Source: an optimization exercise on an open RTL-to-GDS flow (aim: small area and a short achievable clock period). Production flows keep margins and buffers that such runs may drop. Only simulation tests tie the RTL to the original design; equivalence was not proved. Power is estimated from default activity; no workload was simulated.

## CPU
module CPU (
    input  wire clk,
    input  wire rst,
    output wire [15:0] total_instructions,
    output wire [15:0] total_loads,
    output wire [15:0] total_stores,
    output wire [15:0] total_alus,
    output wire [15:0] total_controls,
    output wire [15:0] total_cycles,
    output wire [15:0] total_stall_cycles,
    output reg  done,
    output wire [15:0] imem_addr,
    input  wire [15:0] imem_rdata,
    output wire [15:0] dmem_addr,
    output wire [15:0] dmem_wdata,
    output wire        dmem_we,
    input  wire [15:0] dmem_rdata
);
clock: 7.5 ns
lec_check: 0
abc_area: 1
cap_margin: 20
core_margin: 2
core_utilization: 40
cts_buf_list: sky130_fd_sc_hd__clkbuf_16
cts_cluster_diameter: 80
cts_cluster_size: 24
place_density: 0.6
setup_slack_margin: 4.7
slew_margin: 20
standard.sh (not shown) runs the stock make flow with config.mk's settings and CLKGATE_MAP_FILE= SYNTH_SCRIPT=/design/flow/synth_recipe.tcl, a recipe that flattens the netlist after the stock synthesis.
==> flow/flow/run.sh <==
#!/bin/bash
# The standard layout (standard synthesis, floorplan, placement, CTS,
# routing), with one change: every input and output port is buffered with
# sky130_fd_sc_hd__buf_2 instead of ORFS's default port buffer cell.
set -euo pipefail
export BUFFER_PORTS_ARGS="-buffer_cell sky130_fd_sc_hd__buf_2"
bash standard.sh > standard_flow.log 2>&1
Then changed:
--- a/flow/design.v
+++ b/flow/design.v
@@ -150,38 +150,37 @@
     wire d_ret  = d_j & (d_fn == 3'd2);
     wire d_rw   = d_r | d_andi | d_addi | d_lw | d_for | d_call;
     wire d_sx   = d_addi | d_lw | d_sw | d_beq | d_bne;
     wire d_ctl  = d_beq | d_bne | d_jmp | d_call | d_ret | d_for;
     wire d_and  = (d_byfn & (d_fn == 3'd0)) | d_andi | d_beq | d_bne;
     wire d_add  = (d_byfn & (d_fn == 3'd1)) | d_addi;
     wire d_sub  = d_byfn & (d_fn == 3'd2);
     wire d_sll  = d_byfn & (d_fn == 3'd3);
     wire d_srl  = d_byfn & (d_fn == 3'd4);
     wire d_bim  = d_andi | d_addi;
     wire [15:0] rs_val = (d_rs != 3'd0 && rv[d_rs]) ? rf[d_rs] : 16'b0;
+    wire [15:0] rt_val = (d_rt != 3'd0 && rv[d_rt]) ? rf[d_rt] : 16'b0;
     wire [2:0] n_rd = stall ? id_rd : d_rd;
     wire [2:0] n_rt = stall ? id_rt : d_rt;
-    wire stall_n = stall | (d_lw & ((d_rt == instr[8:6]) | (d_rt == instr[5:3])));
-    wire [15:0] rt_val = (n_rt != 3'd0 && rv[n_rt]) ? rf[n_rt] : 16'b0;
     wire       ns   = ~stall;
     wire exfw   = id_rw & id_rd[0];                 
     wire wbv    = ex_rw & (ex_rd != 3'd0);          
     wire n_a_ex = exfw & (d_rs == 3'd1);
     wire n_a_wb = ~n_a_ex & wbv & (ex_rd == d_rs);
     wire n_f_ex = exfw & (n_rt == 3'd1);
     wire n_f_wb = ~n_f_ex & wbv & (ex_rd == n_rt);
     wire n_bim  = ns & d_bim;
     always @(posedge clk) begin
         id_pc   <= if_pc;
         id_rd1  <= rs_val;
-        id_rd2  <= rt_val;
+        id_rd2  <= stall ? id_rd2 : rt_val;
         id_rd   <= n_rd;
         id_rt   <= n_rt;
         id_fn   <= d_fn;
         id_sxb  <= d_sx & if_ir[5];
         id_a_ex <= n_a_ex;
         id_a_wb <= n_a_wb;
         id_a_r1 <= ~n_a_ex & ~n_a_wb;
         id_b_ex <= ~n_bim & n_f_ex;
         id_b_wb <= ~n_bim & n_f_wb;
         id_b_r2 <= ~n_bim & ~n_f_ex & ~n_f_wb;
         id_b_im <= n_bim;
@@ -220,23 +219,23 @@
             id_and  <= ns & d_and;
             id_add  <= ns & d_add;
             id_sub  <= ns & d_sub;
             id_sll  <= ns & d_sll;
             id_srl  <= ns & d_srl;
             id_f_ex <= n_f_ex;
             id_f_wb <= n_f_wb;
             id_f_r2 <= ~n_f_ex & ~n_f_wb;
         end
     always @(posedge clk or posedge rst)
         if (rst) stall <= 1'b0;
-        else     stall <= stall_n;
+        else     stall <= stall | (d_lw & ((d_rt == instr[8:6]) | (d_rt == instr[5:3])));
     always @(posedge clk or posedge rst)
         if (rst)         rr <= 16'b0;
         else if (d_call) rr <= pc1;
     wire [15:0] imm = {{10{id_sxb}}, id_rt, id_fn};
     wire [15:0] A  = ({16{id_a_ex}} & ex_alu) | ({16{id_a_wb}} & wb_wd)
                    | ({16{id_a_r1}} & id_rd1);
     wire [15:0] B  = ({16{id_b_ex}} & ex_alu) | ({16{id_b_wb}} & wb_wd)
                    | ({16{id_b_r2}} & id_rd2) | ({16{id_b_im}} & imm);
     wire [15:0] FB = ({16{id_f_ex}} & ex_alu) | ({16{id_f_wb}} & wb_wd)
                    | ({16{id_f_r2}} & id_rd2);
     wire [15:0] r_and = A & B;
@@ -291,31 +290,30 @@
         ex_x  <= id_for ? id_rd1 : id_pc;
         ex_rd <= id_rd;
     end
     always @(posedge clk) begin
         dm_rd <= (ex_alu[15:8] == 8'd0) ? dmem_rdata : 16'b0;
         wb_wd <= ex_lw ? dm_rd : ex_alu;
         wb_rd <= ex_rd;
     end
     always @(posedge clk or posedge rst)
         if (rst) wb_we <= 1'b0;
         else     wb_we <= ex_rw & (ex_rd != 3'd0);
-    wire rf_we = wb_we & ~stall_n;
     integer i;
     always @(posedge clk)
         for (i = 1; i < 8; i = i + 1)
-            if (rf_we && wb_rd == i) rf[i] <= wb_wd;
+            if (wb_we && wb_rd == i) rf[i] <= wb_wd;
     always @(posedge clk or posedge rst)
         if (rst) rv <= 7'b0;
         else for (i = 1; i < 8; i = i + 1)
-            if (rf_we && wb_rd == i) rv[i] <= 1'b1;
+            if (wb_we && wb_rd == i) rv[i] <= 1'b1;
     wire        hold = done | stall;
     PrefixInc #(16) u_pc1 (.a(pc), .cin(1'b1), .s(pc1));
     BKAdd #(16) u_tgt (.a(ex_x), .b(imm), .s(tgt));
     wire [15:0] base = hold     ? pc
                      : ex_fortk ? ex_x
                      : ex_jmp   ? {ex_x[15:9], ex_alu[8:0]}
                      : ex_call  ? ex_alu
                      : ex_ret   ? rr
                      : pc1;
     wire [15:0] pc_nz = (~hold & ex_bne) ? tgt : base;
     wire [15:0] pc_z  = (~hold & ex_beq) ? tgt : base;
Effect: The new run finished with timing, DRC and antenna clean; wire length shrinks by 5.6%; total power shrinks by 14%; worst hold slack is worse by 14 ps; area after synthesis grows by 1.1%; via count grows by 0.35%; worst setup slack is better by 58 ps; core utilization shrinks by 0.85 points; global-route usage shrinks by 1.7 points; register-to-register slack is better by 60 ps.

-- afterwards: timing with drivers on the ports --
How much do the figures lean on ideal ports? The routed layouts below were timed once more, with nothing changed but the port constraints.
Step 1 sets driving cells, clkbuf_16 on the clock port and buf_2 on the other inputs (assumed; they add their load-dependent delay and slew).
Step 2 also shifts input and output timing later by t, the mid clock arrival at the registers, as if the neighbouring blocks saw the same clock.
a / b / c = no drivers / after step 1 / after step 2; a / b = the first two.
| run | t (ns) | setup slack, ns | latest minus earliest clock arrival (ns) |
|---|---|---|---|
| the first run | 0.682 | 4.599 / 4.573 / 4.536 | 0.042 / 0.042 |
| the second run | 0.680 | 4.656 / 4.612 / 4.611 | 0.041 / 0.041 |
After both steps setup and hold are still met in every run listed. The setup slack of the first run, which loses most, moves by -0.026 ns with the drivers and by -0.063 ns with both steps. Setup slack includes reset recovery checks.
